This design comes from an exercise in tuning for small area, a short achievable clock period and few clock cycles on the open sky130 flow, not from production work.
Only simulation tests tie the RTL to the original design; equivalence was not proved.
The clock port is modelled as an ideal driver, which makes a skipped or thinned clock tree look cheaper than it is; a real chip needs a root buffer or a tree.
Power figures rest on the tool's default switching activity, not on a simulated workload.

Setup of oak:
==> flow/design.v (excerpt) <==
module LBP ( clk, reset, gray_addr, gray_req, gray_ready, gray_data, lbp_addr, lbp_valid, lbp_data, finish);
Size in the first run: ~430 cells after synthesis, ~200 flip-flops, about 50 I/O pins.
export LEC_CHECK = 0
export CAP_MARGIN = 20
export CORE_MARGIN = 2
export CORE_UTILIZATION = 55
export PLACE_DENSITY = 0.75
export SETUP_SLACK_MARGIN = 1.95
export SLEW_MARGIN = 20
create_clock -name core_clock -period 3.3 [get_ports {clk}]
standard.sh (not shown) runs the stock make flow with config.mk's settings and CLKGATE_MAP_FILE= SYNTH_SCRIPT=/design/flow/synth_recipe.tcl, a recipe that flattens the netlist after the stock synthesis.
==> flow/flow/run.sh <==
#!/bin/bash
# Own layout flow: the standard flow (standard.sh, unchanged synthesis),
# with two hooks: flow/ports.tcl after global placement sets the port
# buffers' cells (POST_GLOBAL_PLACE_TCL), and flow/clock_tree.tcl builds a
# two-level clock tree before CTS, which TritonCTS then skips (PRE_CTS_TCL).
# standard.sh's output goes to standard.log; each ORFS step keeps its own log
# under orfs/logs.
set -euo pipefail
cd "$(dirname "$0")/.."
export POST_GLOBAL_PLACE_TCL="$(pwd)/flow/ports.tcl"
export PRE_CTS_TCL="$(pwd)/flow/clock_tree.tcl"
export MY_CLK_NLEAF=8 MY_CLK_LEAF=sky130_fd_sc_hd__clkinv_16 MY_CLK_TOP=sky130_fd_sc_hd__clkinv_8
bash standard.sh > standard.log 2>&1
==> flow/flow/clock_tree.tcl <==
# Clock tree of two levels, built before CTS (PRE_CTS_TCL); the CTS command
# itself is then skipped. The registers are split by balanced k-means on their
# places into NLEAF groups, each clocked by a leaf buffer at its centre; the
# leaf buffers are split the same way into NTOP groups, each driven by a top
# buffer at its centre, and the clock port drives the NTOP top buffers.
proc env_or {name default} {
  if {[info exists ::env($name)]} { return $::env($name) }
  return $default
}
set nleaf [env_or MY_CLK_NLEAF 8]
set ntop [env_or MY_CLK_NTOP 4]
set leafcell [env_or MY_CLK_LEAF sky130_fd_sc_hd__clkbuf_16]
set topcell [env_or MY_CLK_TOP sky130_fd_sc_hd__clkbuf_8]

# balanced k-means of points {x y} into k groups of at most ceil(n/k);
# returns the group of each point
proc bkmeans {pts k} {
  set n [llength $pts]
  set mx 0.0; set my 0.0
  foreach p $pts { set mx [expr {$mx + [lindex $p 0]}]; set my [expr {$my + [lindex $p 1]}] }
  set mx [expr {$mx / $n}]; set my [expr {$my / $n}]
  set order {}
  for {set i 0} {$i < $n} {incr i} {
    set p [lindex $pts $i]
    lappend order [list $i [expr {atan2([lindex $p 1] - $my, [lindex $p 0] - $mx)}]]
  }
  set order [lsort -real -index 1 $order]
  set assign [lrepeat $n 0]
  for {set j 0} {$j < $n} {incr j} { lset assign [lindex $order $j 0] [expr {$j * $k / $n}] }
  set cap [expr {($n + $k - 1) / $k}]
  for {set iter 0} {$iter < 50} {incr iter} {
    set cx [lrepeat $k 0.0]; set cy [lrepeat $k 0.0]; set cn [lrepeat $k 0]
    for {set i 0} {$i < $n} {incr i} {
      set c [lindex $assign $i]; set p [lindex $pts $i]
      lset cx $c [expr {[lindex $cx $c] + [lindex $p 0]}]
      lset cy $c [expr {[lindex $cy $c] + [lindex $p 1]}]
      lset cn $c [expr {[lindex $cn $c] + 1}]
    }
    for {set c 0} {$c < $k} {incr c} {
      if {[lindex $cn $c] > 0} {
        lset cx $c [expr {[lindex $cx $c] / [lindex $cn $c]}]
        lset cy $c [expr {[lindex $cy $c] / [lindex $cn $c]}]
      }
    }
    set pairs {}
    for {set i 0} {$i < $n} {incr i} {
      set p [lindex $pts $i]
      for {set c 0} {$c < $k} {incr c} {
        lappend pairs [list [expr {abs([lindex $p 0] - [lindex $cx $c]) + abs([lindex $p 1] - [lindex $cy $c])}] $i $c]
      }
    }
    set new [lrepeat $n -1]; set used [lrepeat $k 0]
    foreach pr [lsort -real -index 0 $pairs] {
      lassign $pr d i c
      if {[lindex $new $i] >= 0 || [lindex $used $c] >= $cap} { continue }
      lset new $i $c
      lset used $c [expr {[lindex $used $c] + 1}]
    }
    if {$new eq $assign} { break }
    set assign $new
  }
  return $assign
}

# centre of each group
proc centres {pts assign k} {
  set cx [lrepeat $k 0.0]; set cy [lrepeat $k 0.0]; set cn [lrepeat $k 0]
  foreach p $pts c $assign {
    lset cx $c [expr {[lindex $cx $c] + [lindex $p 0]}]
    lset cy $c [expr {[lindex $cy $c] + [lindex $p 1]}]
    lset cn $c [expr {[lindex $cn $c] + 1}]
  }
  set out {}
  for {set c 0} {$c < $k} {incr c} {
    lappend out [list [expr {[lindex $cx $c] / max(1, [lindex $cn $c])}] [expr {[lindex $cy $c] / max(1, [lindex $cn $c])}]]
  }
  return $out
}

set block [ord::get_db_block]
set core [$block getCoreArea]
proc add_buffer {name cell at in_net} {
  set block [ord::get_db_block]
  set core [$block getCoreArea]
  set master [[ord::get_db] findMaster $cell]
  set inst [odb::dbInst_create $block $master $name]
  set x [expr {int([lindex $at 0]) - [$master getWidth] / 2}]
  set y [expr {int([lindex $at 1]) - [$master getHeight] / 2}]
  set x [expr {max([$core xMin], min($x, [$core xMax] - [$master getWidth]))}]
  set y [expr {max([$core yMin], min($y, [$core yMax] - [$master getHeight]))}]
  $inst setLocation $x $y
  $inst setPlacementStatus PLACED
  set net [odb::dbNet_create $block clknet_$name]
  $net setSigType CLOCK
  [$inst findITerm A] connect $in_net
  [$inst findITerm [expr {[string match "*inv*" $cell] ? "Y" : "X"}]] connect $net
  return $net
}

set clk_net [$block findNet clk]
set sinks [$clk_net getITerms]
set pts {}
foreach it $sinks {
  set bb [[$it getInst] getBBox]
  lappend pts [list [expr {([$bb xMin] + [$bb xMax]) / 2.0}] [expr {([$bb yMin] + [$bb yMax]) / 2.0}]]
}
set leaf_of [bkmeans $pts $nleaf]
set leaf_at [centres $pts $leaf_of $nleaf]
set top_of [bkmeans $leaf_at $ntop]
set top_at [centres $leaf_at $top_of $ntop]

set top_net {}
for {set t 0} {$t < $ntop} {incr t} {
  lappend top_net [add_buffer clktop_$t $topcell [lindex $top_at $t] $clk_net]
}
for {set c 0} {$c < $nleaf} {incr c} {
  set net [add_buffer clkleaf_$c $leafcell [lindex $leaf_at $c] [lindex $top_net [lindex $top_of $c]]]
  set cnt 0
  foreach it $sinks g $leaf_of {
    if {$g == $c} { $it disconnect; $it connect $net; incr cnt }
  }
  puts "clock leaf $c (top [lindex $top_of $c]) at [lindex $leaf_at $c] drives $cnt registers"
}
set_propagated_clock [all_clocks]
rename clock_tree_synthesis {}
proc clock_tree_synthesis {args} { puts "clock_tree_synthesis skipped: the clock tree is built by clock_tree.tcl" }
# the tree's inverters are its own: no cloning next to the registers
rename repair_clock_inverters {}
proc repair_clock_inverters {args} { puts "repair_clock_inverters skipped: the clock tree is built by clock_tree.tcl" }
==> flow/flow/ports.tcl <==
# After global placement (POST_GLOBAL_PLACE_TCL): the port buffers that
# buffer_ports inserted become buf_1 on inputs (each drives few pins) and
# buf_1 on outputs (each drives one port).
foreach inst [[ord::get_db_block] getInsts] {
  set name [$inst getName]
  set cell [[$inst getMaster] getName]
  if {[string match "input*" $name] && $cell ne "sky130_fd_sc_hd__buf_1"} {
    replace_cell $name sky130_fd_sc_hd__buf_1
  } elseif {[string match "output*" $name] && $cell ne "sky130_fd_sc_hd__buf_1"} {
    replace_cell $name sky130_fd_sc_hd__buf_1
  }
}
Testbench counts of oak, summed over its fixed seeds: cycles 163,840.
For pine, these inputs were changed with respect to oak:
==> flow/flow/ports.tcl <==
# After global placement (POST_GLOBAL_PLACE_TCL): the port buffers that
# buffer_ports inserted become buf_1 on inputs (each drives few pins) and
# buf_2 on outputs (each drives one port).
foreach inst [[ord::get_db_block] getInsts] {
  set name [$inst getName]
  set cell [[$inst getMaster] getName]
  if {[string match "input*" $name] && $cell ne "sky130_fd_sc_hd__buf_1"} {
    replace_cell $name sky130_fd_sc_hd__buf_1
  } elseif {[string match "output*" $name] && $cell ne "sky130_fd_sc_hd__buf_2"} {
    replace_cell $name sky130_fd_sc_hd__buf_2
  }
}
diff --git a/flow/config.mk b/flow/config.mk
--- a/flow/config.mk
+++ b/flow/config.mk
@@ -9,5 +9,5 @@
 export CORE_MARGIN = 2
-export CORE_UTILIZATION = 55
-export PLACE_DENSITY = 0.75
-export SETUP_SLACK_MARGIN = 1.95
+export CORE_UTILIZATION = 40
+export PLACE_DENSITY = 0.6
+export SETUP_SLACK_MARGIN = 2.1
 export SLEW_MARGIN = 20
Results
pine reports its startpoint of the worst setup timing path as sr[0][2]$_DFF_P_ while oak reports sr[10][1]$_DFF_P_. Higher final net count was reported by pine, not oak. Diff oak -> pine: worst voltage drop across the vdd grid moved up, global-route wire length before repair moved up.
> inputs changed (pine -> birch)
diff --git a/flow/flow/run.sh b/flow/flow/run.sh
--- a/flow/flow/run.sh
+++ b/flow/flow/run.sh
@@ -11,3 +11,3 @@
 export PRE_CTS_TCL="$(pwd)/flow/clock_tree.tcl"
-export MY_CLK_NLEAF=8 MY_CLK_LEAF=sky130_fd_sc_hd__clkinv_16 MY_CLK_TOP=sky130_fd_sc_hd__clkinv_8
+export MY_CLK_NLEAF=12 MY_CLK_LEAF=sky130_fd_sc_hd__clkinv_8 MY_CLK_TOP=sky130_fd_sc_hd__clkinv_8
 bash standard.sh > standard.log 2>&1
diff --git a/flow/config.mk b/flow/config.mk
--- a/flow/config.mk
+++ b/flow/config.mk
@@ -9,5 +9,5 @@
 export CORE_MARGIN = 2
-export CORE_UTILIZATION = 40
-export PLACE_DENSITY = 0.6
-export SETUP_SLACK_MARGIN = 2.1
+export CORE_UTILIZATION = 55
+export PLACE_DENSITY = 0.75
+export SETUP_SLACK_MARGIN = 1.95
 export SLEW_MARGIN = 20
Findings:
Via-per-instance ratio is higher on birch. On layout overhead on the synthesized area: birch sits below pine. Cell count, pine and birch: larger value in pine. Wire length of the first global-routing pass down 570 um in birch wrt pine. The maximum frequency in birch sits 0.80% below the value recorded for pine. Total routing usage reported by global routing on birch is up relative to pine. Relative to pine, the final layout net count measured on birch has decreased slightly. birch vs. pine: time the final worst path needs with I/O delays and setup went up by 0.011 ns. The proportion of power drawn by combinational gates of birch falls short of that of pine by 2.6 points.
### birch -> maple
diff --git a/flow/flow/run.sh b/flow/flow/run.sh
--- a/flow/flow/run.sh
+++ b/flow/flow/run.sh
@@ -11,3 +11,3 @@
 export PRE_CTS_TCL="$(pwd)/flow/clock_tree.tcl"
-export MY_CLK_NLEAF=12 MY_CLK_LEAF=sky130_fd_sc_hd__clkinv_8 MY_CLK_TOP=sky130_fd_sc_hd__clkinv_8
+export MY_CLK_NLEAF=8 MY_CLK_LEAF=sky130_fd_sc_hd__clkinv_16 MY_CLK_TOP=sky130_fd_sc_hd__clkinv_8
 bash standard.sh > standard.log 2>&1
diff --git a/flow/config.mk b/flow/config.mk
--- a/flow/config.mk
+++ b/flow/config.mk
@@ -11,3 +11,3 @@
 export PLACE_DENSITY = 0.75
-export SETUP_SLACK_MARGIN = 1.95
+export SETUP_SLACK_MARGIN = 2.0
 export SLEW_MARGIN = 20
[summary]
birch completed end to end with timing, DRC and antenna clean.
maple: all stages complete, timing, DRC and antenna checks passed
Higher switching share of power goes to maple over birch.
Compared with birch, count of placed standard cells in the final layout, fillers left out in maple decreased slightly.
Number of global-route vias before repair down 20 in maple wrt birch
Comparing birch and maple, the higher share of power burned in the clock network is on maple.
Post-route total power, birch and maple: higher on maple
Global-route wire length before repair (higher): maple
Worst hold slack was lower in maple than in birch.
As far as number of distinct standard cells referenced by the synthesized netlist goes, birch and maple are indistinguishable; the numbers are identical.
In the reports for birch and maple, the smaller share of power burned in combinational logic belongs to birch.
In every run of this note, the design's own scripts or RTL, not TritonCTS, make the clock network.

## afterwards: timing with drivers on the ports
The flow's constraints put no driver on any port. The routed layouts listed below were extracted and timed again, unchanged, in two steps. Step 1: set_driving_cell puts a clkbuf_16 on clk and a buf_2 on each other input, an assumption about the parent block. Step 2, shift: input delay + t, output delay - t, t = (earliest + latest rising clock arrival at the registers) / 2. This alone moves slack from input paths to output paths. a / b / c = no drivers / after step 1 / after step 2; a / b = the first two.
run | t, ns | setup slack, ns | hold slack, ns
oak | 0.303 | 1.936 / 1.866 / 1.936 | 0.284 / 0.174 / 0.322
pine | 0.307 | 1.975 / 1.885 / 1.975 | 0.291 / 0.169 / 0.312
birch | 0.287 | 1.965 / 1.897 / 1.965 | 0.304 / 0.187 / 0.315
maple | 0.300 | 1.970 / 1.892 / 1.970 | 0.287 / 0.171 / 0.317
After both steps every run listed still meets setup and hold.
